Background: an optimization exercise with open tools, aiming at small area. Do not read the settings as production practice.
Only simulation tests tie the RTL to the original design; equivalence was not proved.
No activity file was given, so power comes from the tool's default toggle rates.

==> inputs of run a <==
## BreakoutControl
module BreakoutControl(clk_50, strt, rst, L, R, tick, color, pix_x, pix_y, ball_x, ball_y, pad_x, bricks, win, lose);
input clk_50;
input strt, rst, L, R;
input tick;
output reg [2:0] color;
output [8:0] pix_x;
output [7:0] pix_y;
output [9:0] ball_x;
output [9:0] ball_y;
output [9:0] pad_x;
output [15:0] bricks;
output win, lose;
reg ph25;
reg [8:0] x;    
reg [7:0] y;    
always @(posedge clk_50 or negedge rst)
	if (!rst) begin
		ph25 <= 1'b0;
		x <= 9'd0;
		y <= 8'd0;
	end else begin
		ph25 <= ~ph25;
		if (!ph25) begin
			if (x[8] & x[6]) begin             
				x <= 9'd0;
				y <= (&y[7:4]) ? 8'd0 : y + 8'd1;  
			end else
				x <= x + 9'd1;
		end
	end
localparam BS_START = 4'd0, BS_POS = 4'd1, BS_SMOVE = 4'd2, BS_MOVE = 4'd3,
           BS_SWY = 4'd4, BS_SWL = 4'd5, BS_SWR = 4'd6, BS_PAD = 4'd7, BS_DONE = 4'd8;
reg [3:0] bs;
reg [9:0] bx, by;
reg ud;            
reg [2:0] dx;      
reg lo;
reg [15:0] hit, pend;
reg tbp, lrp, tbc, lrc;
reg [1:0] ps;
reg [7:0] px;      
reg pcol;
reg [2:0] pang;
always @(posedge clk_50 or negedge rst)
	if (!rst) bs <= BS_START;
	else if (tick)
		case (bs)
			BS_START: bs <= BS_POS;
			BS_POS:   if (!strt) bs <= BS_SMOVE;
			BS_SMOVE: bs <= BS_MOVE;
			BS_MOVE:
				if (tbc || by == 10'd1) bs <= BS_SWY;
				else if (bx == 10'd2 || bx == 10'd1) bs <= BS_SWL;
				else if (bx == 10'd318 || bx == 10'd319) bs <= BS_SWR;
				else if (lrc) bs <= BS_SWL;
				else if (pcol) bs <= BS_PAD;
  ...
clock: 10.0 ns
lec_check: 0
cap_margin: 20
core_margin: 2
core_utilization: 40
slew_margin: 20
run.sh (not shown) runs the stock make flow with config.mk's settings and CLKGATE_MAP_FILE= SYNTH_SCRIPT=/design/flow/synth_recipe.tcl, a recipe that flattens the netlist after the stock synthesis.
==> inputs of run b, as changes to run a <==
--- a/flow/design.v
+++ b/flow/design.v
@@ -6,30 +6,58 @@
 output [8:0] pix_x;
 output [7:0] pix_y;
 output [9:0] ball_x;
 output [9:0] ball_y;
 output [9:0] pad_x;
 output [15:0] bricks;
 output win, lose;
+function [10:0] radd;
+	input [10:0] a;
+	input [10:0] b;
+	input cin;
+	integer i;
+	reg c;
+	begin
+		c = cin;
+		for (i = 0; i < 11; i = i + 1) begin
+			radd[i] = a[i] ^ b[i] ^ c;
+			c = (a[i] & b[i]) | (c & (a[i] | b[i]));
+		end
+	end
+endfunction
+function ge;
+	input [10:0] v;
+	input [10:0] c;
+	integer i;
+	reg r;
+	begin
+		r = 1'b1;
+		for (i = 0; i < 11; i = i + 1)
+			r = c[i] ? (v[i] & r) : (v[i] | r);
+		ge = r;
+	end
+endfunction
 reg ph25;
 reg [8:0] x;    
 reg [7:0] y;    
+wire [10:0] xinc = radd({2'b0, x}, 11'd0, 1'b1);
+wire [10:0] yinc = radd({3'b0, y}, 11'd0, 1'b1);
 always @(posedge clk_50 or negedge rst)
 	if (!rst) begin
 		ph25 <= 1'b0;
 		x <= 9'd0;
 		y <= 8'd0;
 	end else begin
 		ph25 <= ~ph25;
 		if (!ph25) begin
 			if (x[8] & x[6]) begin             
 				x <= 9'd0;
-				y <= (&y[7:4]) ? 8'd0 : y + 8'd1;  
+				y <= (&y[7:4]) ? 8'd0 : yinc[7:0];  
 			end else
-				x <= x + 9'd1;
+				x <= xinc[8:0];
 		end
 	end
 localparam BS_START = 4'd0, BS_POS = 4'd1, BS_SMOVE = 4'd2, BS_MOVE = 4'd3,
            BS_SWY = 4'd4, BS_SWL = 4'd5, BS_SWR = 4'd6, BS_PAD = 4'd7, BS_DONE = 4'd8;
 reg [3:0] bs;
 reg [9:0] bx, by;
 reg ud;            
@@ -57,34 +85,37 @@
 				else if (by == 10'd240) bs <= BS_DONE;
 			BS_SWY, BS_SWL, BS_SWR, BS_PAD: bs <= BS_MOVE;
 			default: bs <= bs;
 		endcase
 wire mv  = bs == BS_MOVE;
 wire swl = bs == BS_SWL && dx[2];
 wire swr = bs == BS_SWR && !dx[2] && dx != 3'd0;
-wire [3:0] xd = mv ? {dx[2], dx} : swl ? 4'd1 - {dx[2], dx} : swr ? 4'hf - {dx[2], dx} : 4'd0;
+wire [3:0] xd = mv ? {dx[2], dx} : swl ? {3'b001, ~dx[0]} : swr ? {2'b11, dx[0], ~dx[0]} : 4'd0;
 wire [2:0] yd = mv ? (ud ? 3'b111 : 3'b001) : bs == BS_SWY ? (ud ? 3'b010 : 3'b110) : bs == BS_PAD ? 3'b111 : 3'b000;
+wire [10:0] bxn = radd({1'b0, bx}, {{7{xd[3]}}, xd}, 1'b0);
+wire [10:0] byn = radd({1'b0, by}, {{8{yd[2]}}, yd}, 1'b0);
 always @(posedge clk_50 or negedge rst)
 	if (!rst) begin
 		bx <= 10'd160;
 		by <= 10'd100;
 		ud <= 1'b0;
 		dx <= 3'd0;
 		lo <= 1'b0;
 	end else if (tick) begin
-		bx <= bx + {{6{xd[3]}}, xd};
-		by <= by + {{7{yd[2]}}, yd};
+		bx <= bxn[9:0];
+		by <= byn[9:0];
 		if (bs == BS_SWY) ud <= ~ud;
 		if (bs == BS_PAD) ud <= 1'b1;
-		if (swl || swr) dx <= -dx;
+		if (swl || swr) dx <= {~dx[2], dx[1] ^ dx[0], dx[0]};  
 		if (bs == BS_PAD) dx <= pang - 3'd2;
 		if (bs == BS_DONE) lo <= 1'b1;
 	end
-wire [10:0] pe = {1'b0, bx} + {3'b111, ~px};         
-wire coll = by == 10'd200 && !pe[10] && pe[9:0] <= 10'd78;
+wire [10:0] pe = radd({1'b0, bx}, {3'b111, ~px}, 1'b0);    
+wire coll = by == 10'd200 && !pe[10] && !ge(pe, 11'd79);
+wire [10:0] pxn = radd({3'b0, px}, {3'b0, {7{~ps[0]}}, 1'b1}, 1'b0);  
 always @(posedge clk_50 or negedge rst)
 	if (!rst) ps <= 2'd0;
 	else if (tick)
 		case (ps)
 			2'd0: if (!strt) ps <= 2'd1;
 			2'd1: if (!L) ps <= 2'd2; else if (!R) ps <= 2'd3;
 			2'd2: if (L) ps <= 2'd1;
@@ -97,31 +128,30 @@
 		pang <= 3'd0;
 	end else if (tick && ps != 2'd0) begin
 		if (coll) begin
 			pcol <= 1'b1;
 			pang <= pe[6:4];
 		end else if (ps == 2'd1)
 			pcol <= 1'b0;
-		else if (ps == 2'd2 && px != 8'd0) begin
-			px <= px - 8'd1;
+		else if (ps == 2'd2 ? px != 8'd0 : px != 8'd240) begin
+			px <= pxn[7:0];
 			pcol <= 1'b0;
-		end else if (ps == 2'd3 && px != 8'd240) begin
-			px <= px + 8'd1;
-			pcol <= 1'b0;
-		end
-	end
+		end
+	end
+wire [10:0] bx11 = {1'b0, bx};
+wire [10:0] by11 = {1'b0, by};
 wire row1tb = by == 10'd50 || by == 10'd70;
-wire row1lr = by > 10'd50 && by < 10'd70;
+wire row1lr = ge(by11, 51) && !ge(by11, 70);
 wire row2tb = by == 10'd19 || by == 10'd39;
-wire row2lr = by > 10'd19 && by < 10'd39;
+wire row2lr = ge(by11, 20) && !ge(by11, 39);
 reg [7:0] coltb, collr;
 integer k;
 always @(*)
 	for (k = 0; k < 8; k = k + 1) begin
-		coltb[k] = bx > 1 + 40 * k && bx < 41 + 40 * k;
+		coltb[k] = ge(bx11, 2 + 40 * k) && !ge(bx11, 41 + 40 * k);
 		collr[k] = bx == 1 + 40 * k || bx == 2 + 40 * k || bx == 40 + 40 * k || bx == 41 + 40 * k;
 	end
 wire [15:0] tbdet = {coltb & {8{row2tb}}, coltb & {8{row1tb}}};
 wire [15:0] lrdet = {collr & {8{row2lr}}, collr & {8{row1lr}}};
 wire [15:0] live = ~hit & ~pend;
 always @(posedge clk_50 or negedge rst)
 	if (!rst) begin
@@ -151,25 +181,29 @@
 		if (started && !wst && !lst) begin
 			if (&hit) wst <= 1'b1;
 			else if (lo) lst <= 1'b1;
 		end
 		W <= wst;
 	end
 wire over = lo | W;
-wire [10:0] qe = {2'b0, x} + {3'b111, ~px};          
-wire padpix = !qe[10] && qe[9:0] <= 10'd78 && y > 8'd200 && y < 8'd210;
-wire [10:0] bxd = {2'b0, x} + 11'd1 - {1'b0, bx};
-wire [10:0] byd = {3'b0, y} + 11'd1 - {1'b0, by};
-wire ballpix = bx[9:1] != 9'd0 && by[9:1] != 9'd0 && bxd <= 11'd2 && byd <= 11'd2;
+wire [10:0] x11 = {2'b0, x};
+wire [10:0] qe = radd(x11, {3'b111, ~px}, 1'b0);           
+wire padpix = !qe[10] && !ge(qe, 11'd79) && ge({3'b0, y}, 201) && !ge({3'b0, y}, 210);
+wire [10:0] bxd = radd(bx11, ~x11, 1'b1);                  
+wire [10:0] byd = radd(by11, ~{3'b0, y}, 1'b1);            
+wire ballpix = bx[9:1] != 9'd0 && by[9:1] != 9'd0 &&
+               (bxd == 11'd0 || bxd == 11'd1 || bxd == 11'h7ff) &&
+               (byd == 11'd0 || byd == 11'd1 || byd == 11'h7ff);
 reg [7:0] colx;
 always @(*)
 	for (k = 0; k < 8; k = k + 1)
-		colx[k] = x > 1 + 40 * k && x < 41 + 40 * k;
-wire r1 = y > 8'd50 && y < 8'd70;
-wire r2 = y > 8'd19 && y < 8'd39;
+		colx[k] = ge(x11, 2 + 40 * k) && !ge(x11, 41 + 40 * k);
+wire [10:0] y11 = {3'b0, y};
+wire r1 = ge(y11, 51) && !ge(y11, 70);
+wire r2 = ge(y11, 20) && !ge(y11, 39);
 wire blkpix = (r1 && |(colx & ~hit[7:0])) || (r2 && |(colx & ~hit[15:8]));
 wire [2:0] cls = (padpix || (ballpix && !over)) ? 3'd1 :
                  (blkpix && !over) ? 3'd2 :
                  lo ? 3'd5 : W ? 3'd4 : 3'd3;
 always @(posedge clk_50 or negedge rst)
 	if (!rst) begin
 		ds <= 3'd0;
==> inputs of run c, as changes to run a <==
==> flow/design.v (replaced) <==
module BreakoutControl(clk_50, strt, rst, L, R, tick, color, pix_x, pix_y, ball_x, ball_y, pad_x, bricks, win, lose);
input clk_50;
input strt, rst, L, R;
input tick;
output reg [2:0] color;
output [8:0] pix_x;
output [7:0] pix_y;
output [9:0] ball_x;
output [9:0] ball_y;
output [9:0] pad_x;
output [15:0] bricks;
output win, lose;
function [10:0] radd;
	input [10:0] a;
	input [10:0] b;
	input cin;
	integer i;
	reg c;
	begin
		c = cin;
		for (i = 0; i < 11; i = i + 1) begin
			radd[i] = a[i] ^ b[i] ^ c;
			c = (a[i] & b[i]) | (c & (a[i] | b[i]));
		end
	end
endfunction
function ge;
	input [10:0] v;
	input [10:0] c;
	integer i;
	reg r;
	begin
		r = 1'b1;
		for (i = 0; i < 11; i = i + 1)
			r = c[i] ? (v[i] & r) : (v[i] | r);
		ge = r;
	end
endfunction
reg ph25;
reg [8:0] x;    
reg [7:0] y;    
wire [10:0] xinc = radd({2'b0, x}, 11'd0, 1'b1);
wire [10:0] yinc = radd({3'b0, y}, 11'd0, 1'b1);
always @(posedge clk_50 or negedge rst)
	if (!rst) begin
		ph25 <= 1'b0;
		x <= 9'd0;
		y <= 8'd0;
	end else begin
		ph25 <= ~ph25;
		if (!ph25) begin
			if (x[8] & x[6]) begin             
				x <= 9'd0;
				y <= (&y[7:4]) ? 8'd0 : yinc[7:0];  
			end else
				x <= xinc[8:0];
		end
	end
localparam BS_START = 4'd0, BS_POS = 4'd1, BS_SMOVE = 4'd2, BS_MOVE = 4'd3,
           BS_SWY = 4'd4, BS_SWL = 4'd5, BS_SWR = 4'd6, BS_PAD = 4'd7, BS_DONE = 4'd8;
reg [3:0] bs;
reg [9:0] bx, by;
reg ud;            
reg [2:0] dx;      
reg lo;
reg [15:0] hit;
reg tbp, lrp, tbc, lrc;
reg [1:0] ps;
reg [7:0] px;      
reg pcol;
reg [2:0] pang;
always @(posedge clk_50 or negedge rst)
	if (!rst) bs <= BS_START;
	else if (tick)
		case (bs)
			BS_START: bs <= BS_POS;
			BS_POS:   if (!strt) bs <= BS_SMOVE;
			BS_SMOVE: bs <= BS_MOVE;
			BS_MOVE:
				if (tbc || by == 10'd1) bs <= BS_SWY;
				else if (bx == 10'd2 || bx == 10'd1) bs <= BS_SWL;
				else if (bx == 10'd318 || bx == 10'd319) bs <= BS_SWR;
				else if (lrc) bs <= BS_SWL;
				else if (pcol) bs <= BS_PAD;
				else if (by == 10'd240) bs <= BS_DONE;
			BS_SWY, BS_SWL, BS_SWR, BS_PAD: bs <= BS_MOVE;
			default: bs <= bs;
		endcase
wire mv  = tick && bs == BS_MOVE;
wire swy = tick && bs == BS_SWY;
wire bpad = tick && bs == BS_PAD;
wire swl = tick && bs == BS_SWL && dx[2];
wire swr = tick && bs == BS_SWR && !dx[2] && dx != 3'd0;
wire [3:0] xd = mv ? {dx[2], dx} : swl ? {3'b001, ~dx[0]} : swr ? {2'b11, dx[0], ~dx[0]} : 4'd0;
wire [2:0] yd = mv ? (ud ? 3'b111 : 3'b001) : swy ? (ud ? 3'b010 : 3'b110) : bpad ? 3'b111 : 3'b000;
wire [10:0] bxn = radd({1'b0, bx}, {{7{xd[3]}}, xd}, 1'b0);
wire [10:0] byn = radd({1'b0, by}, {{8{yd[2]}}, yd}, 1'b0);
always @(posedge clk_50 or negedge rst)
	if (!rst) begin
		bx <= 10'd160;
		by <= 10'd100;
		ud <= 1'b0;
		dx <= 3'd0;
		lo <= 1'b0;
	end else begin
		bx <= bxn[9:0];
		by <= byn[9:0];
		if (swy) ud <= ~ud;
		if (bpad) ud <= 1'b1;
		if (swl || swr) dx <= {~dx[2], dx[1] ^ dx[0], dx[0]};  
		if (bpad) dx <= pang - 3'd2;
		if (tick && bs == BS_DONE) lo <= 1'b1;
	end
wire [10:0] pe = radd({1'b0, bx}, {3'b111, ~px}, 1'b0);    
wire coll = by == 10'd200 && !pe[10] && !ge(pe, 11'd79);
wire pmv = tick && ps[1] && !coll && (ps[0] ? px != 8'd240 : px != 8'd0);
wire [10:0] pxn = radd({3'b0, px}, {3'b0, {7{pmv & ~ps[0]}}, pmv}, 1'b0);  
always @(posedge clk_50 or negedge rst)
	if (!rst) ps <= 2'd0;
	else if (tick)
		case (ps)
			2'd0: if (!strt) ps <= 2'd1;
			2'd1: if (!L) ps <= 2'd2; else if (!R) ps <= 2'd3;
			2'd2: if (L) ps <= 2'd1;
			2'd3: if (R) ps <= 2'd1;
		endcase
always @(posedge clk_50 or negedge rst)
	if (!rst) begin
		pcol <= 1'b0;
		pang <= 3'd0;
	end else if (tick && ps != 2'd0) begin
		if (coll) begin
			pcol <= 1'b1;
			pang <= pe[6:4];
		end else if (ps == 2'd1)
			pcol <= 1'b0;
		else if (pmv)
			pcol <= 1'b0;
	end
always @(posedge clk_50 or negedge rst)
	if (!rst)
		px <= 8'd100;
	else
		px <= pxn[7:0];
reg pv, prow, ptwo;
reg [2:0] pk;
wire [10:0] bx11 = {1'b0, bx};
wire [10:0] by11 = {1'b0, by};
wire row1tb = by == 10'd50 || by == 10'd70;
wire row1lr = ge(by11, 51) && !ge(by11, 70);
wire row2tb = by == 10'd19 || by == 10'd39;
wire row2lr = ge(by11, 20) && !ge(by11, 39);
wire rowtb = row1tb | row2tb;
wire rowlr = row1lr | row2lr;
wire row = row2tb | row2lr;            
wire g41 = ge(bx11, 41), g81 = ge(bx11, 81), g121 = ge(bx11, 121), g161 = ge(bx11, 161),
     g201 = ge(bx11, 201), g241 = ge(bx11, 241), g281 = ge(bx11, 281);
wire [2:0] K = {g161, (g81 & ~g161) | g241, (g41 & ~g81) | (g121 & ~g161) | (g201 & ~g241) | g281};
wire two = bx == 10'd41 || bx == 10'd81 || bx == 10'd121 || bx == 10'd161 || bx == 10'd201 || bx == 10'd241 || bx == 10'd281;
wire e2 = bx == 10'd2 || bx == 10'd42 || bx == 10'd82 || bx == 10'd122 || bx == 10'd162 || bx == 10'd202 || bx == 10'd242 || bx == 10'd282;
wire e40 = bx == 10'd40 || bx == 10'd80 || bx == 10'd120 || bx == 10'd160 || bx == 10'd200 || bx == 10'd240 || bx == 10'd280 || bx == 10'd320;
wire tbd = rowtb && ge(bx11, 2) && !ge(bx11, 321) && !two;
wire lrd = rowlr && (bx == 10'd1 || bx == 10'd321 || two || e2 || e40);
reg [15:0] pdec;
integer k;
always @(*)
	for (k = 0; k < 16; k = k + 1)
		pdec[k] = pv && prow == k[3] && (pk == k[2:0] || (ptwo && pk == k[2:0] + 3'd1));
wire [15:0] live = ~hit & ~pdec;
wire [7:0] lrow = row ? live[15:8] : live[7:0];
wire liveA = lrow[K];
wire liveB = lrow[K - 3'd1];
always @(posedge clk_50 or negedge rst)
	if (!rst) begin
		hit <= 16'd0;
		pv <= 1'b0;
		prow <= 1'b0;
		ptwo <= 1'b0;
		pk <= 3'd0;
		tbp <= 1'b0;
		lrp <= 1'b0;
		tbc <= 1'b0;
		lrc <= 1'b0;
	end else if (tick) begin
		hit <= hit | pdec;
		pv <= tbd | lrd;
		prow <= row;
		pk <= K;
		ptwo <= lrd & two;
		tbp <= tbd & liveA;
		lrp <= lrd & (liveA | (two & liveB));
		tbc <= tbp;
		lrc <= lrp;
	end
reg [2:0] ds;      
reg wst, lst, W;
wire started = ds != 3'd0;
always @(posedge clk_50 or negedge rst)
	if (!rst) begin
		wst <= 1'b0;
		lst <= 1'b0;
		W <= 1'b0;
	end else begin
		if (started && !wst && !lst) begin
			if (&hit) wst <= 1'b1;
			else if (lo) lst <= 1'b1;
		end
		W <= wst;
	end
wire over = lo | W;
wire [10:0] x11 = {2'b0, x};
wire [10:0] qe = radd(x11, {3'b111, ~px}, 1'b0);           
wire padpix = !qe[10] && !ge(qe, 11'd79) && ge({3'b0, y}, 201) && !ge({3'b0, y}, 210);
wire [10:0] bxd = radd(bx11, ~x11, 1'b1);                  
wire [10:0] byd = radd(by11, ~{3'b0, y}, 1'b1);            
wire ballpix = bx[9:1] != 9'd0 && by[9:1] != 9'd0 &&
               (bxd == 11'd0 || bxd == 11'd1 || bxd == 11'h7ff) &&
               (byd == 11'd0 || byd == 11'd1 || byd == 11'h7ff);
reg [7:0] colx;
always @(*)
	for (k = 0; k < 8; k = k + 1)
		colx[k] = ge(x11, 2 + 40 * k) && !ge(x11, 41 + 40 * k);
wire [10:0] y11 = {3'b0, y};
wire r1 = ge(y11, 51) && !ge(y11, 70);
wire r2 = ge(y11, 20) && !ge(y11, 39);
wire blkpix = (r1 && |(colx & ~hit[7:0])) || (r2 && |(colx & ~hit[15:8]));
wire [2:0] cls = (padpix || (ballpix && !over)) ? 3'd1 :
                 (blkpix && !over) ? 3'd2 :
                 lo ? 3'd5 : W ? 3'd4 : 3'd3;
always @(posedge clk_50 or negedge rst)
	if (!rst) begin
		ds <= 3'd0;
		color <= 3'b111;
	end else begin
		color <= ds;
		case (ds)
			3'd0: if (!strt) ds <= 3'd7;
			3'd7: ds <= cls;
			3'd6: ds <= ds;
			default: ds <= 3'd7;
		endcase
	end
assign pix_x = x;
assign pix_y = y;
assign ball_x = bx;
assign ball_y = by;
assign pad_x = {2'b00, px};
assign bricks = hit;
assign win = W;
assign lose = lo;
endmodule
==> impl_metrics.py <==
metrics = {
    "floorplanning": {
        "tap_cells": 265,
        "fp.dieW_um": 145,
    },
    "outcome": {
        "outcome": "no timing/DRC/antenna violations",
    },
    "global_routing": {
        "grt_pass1_wl_um": 36800,
    },
    "setup_path": {
        "crit_top_cell": "fa_1",
        "crit_family": "adder cells",
        "r2r_start": "bx[0]$_DFFE_PN0P_",
    },
    "final_layout": {
        "area_delta_synth_final_pct": 14.7,
    },
    "cts": {
        "cts_sinks": 106,
    },
    "yosys": {
        "synthTopCellsByCount": "95 x dfrtp_1, 92 x inv_1, 80 x nand2_1",
    },
}
Source of the figures above: run b

==> impl_metrics.py <==
metrics = {
    "yosys": {
        "synthTopCellsByCount": "103 x nor2_1, 95 x dfrtp_1, 85 x ha_1",
    },
    "global_routing": {
        "grt_pass1_wl_um": 41900,
    },
    "setup_path": {
        "crit_top_cell": "ha_1",
        "crit_family": "compound AO/OA/AOI/OAI gates",
    },
    "floorplanning": {
        "tap_cells": 280,
        "fp.dieW_um": 153,
    },
    "sta": {
        "setup_violations": 0,
    },
    "final_layout": {
        "area_delta_synth_final_pct": 13.8,
    },
    "pwr": {
        "p_seq_frac": 0.261,
        "p_sw_uw": 1280,
    },
    "route": {
        "vias": 8200,
    },
    "outcome": {
        "outcome": "no timing/DRC/antenna violations",
    },
}
Source of the figures above: run a

==> impl_metrics.py <==
metrics = {
    "setup_path": {
        "crit_family": "adder cells",
        "crit_top_cell": "fa_1",
        "r2r_start": "bx[0]$_DFF_PN0_",
    },
    "outcome": {
        "outcome": "no timing/DRC/antenna violations",
    },
    "floorplanning": {
        "core-area_mm2": 0.0172,
        "tap_cells": 225,
        "fp.dieW_um": 136,
    },
    "cts": {
        "cts_sinks": 96,
    },
    "global_routing": {
        "grt_pass1_wl_um": 30000,
    },
    "yosys": {
        "synthTopCellsByCount": "85 x dfrtp_1, 67 x inv_1, 55 x nor2_1",
    },
    "final_layout": {
        "area_delta_synth_final_pct": 16.5,
    },
}
Source of the figures above: run c

-- separate check: timing with driven ports --
No port has a modelled driver above. Below, the same layouts with a new extraction and two added sets of constraints.
Step 1, drivers: a clkbuf_16 drives clk_50 and a buf_2 each remaining input, both assumed.
Step 2 moves the port delays by t, midway between the first and last clock arrival at a register: inputs arrive t later, outputs are due t later. That takes back most of the time a late clock gives input paths.
Slacks: no drivers / after step 1 / after step 2; pairs: no drivers / after step 1.
run	shift t [ns]	setup slack, ns	worst register clock-pin slew, ns
run a	0.409	5.758 / 5.758 / 5.758	0.08 / 0.08
run b	0.404	4.708 / 4.708 / 4.708	0.08 / 0.08
run c	0.390	2.631 / 2.631 / 2.631	0.07 / 0.07
After both steps every run listed still meets setup and hold.
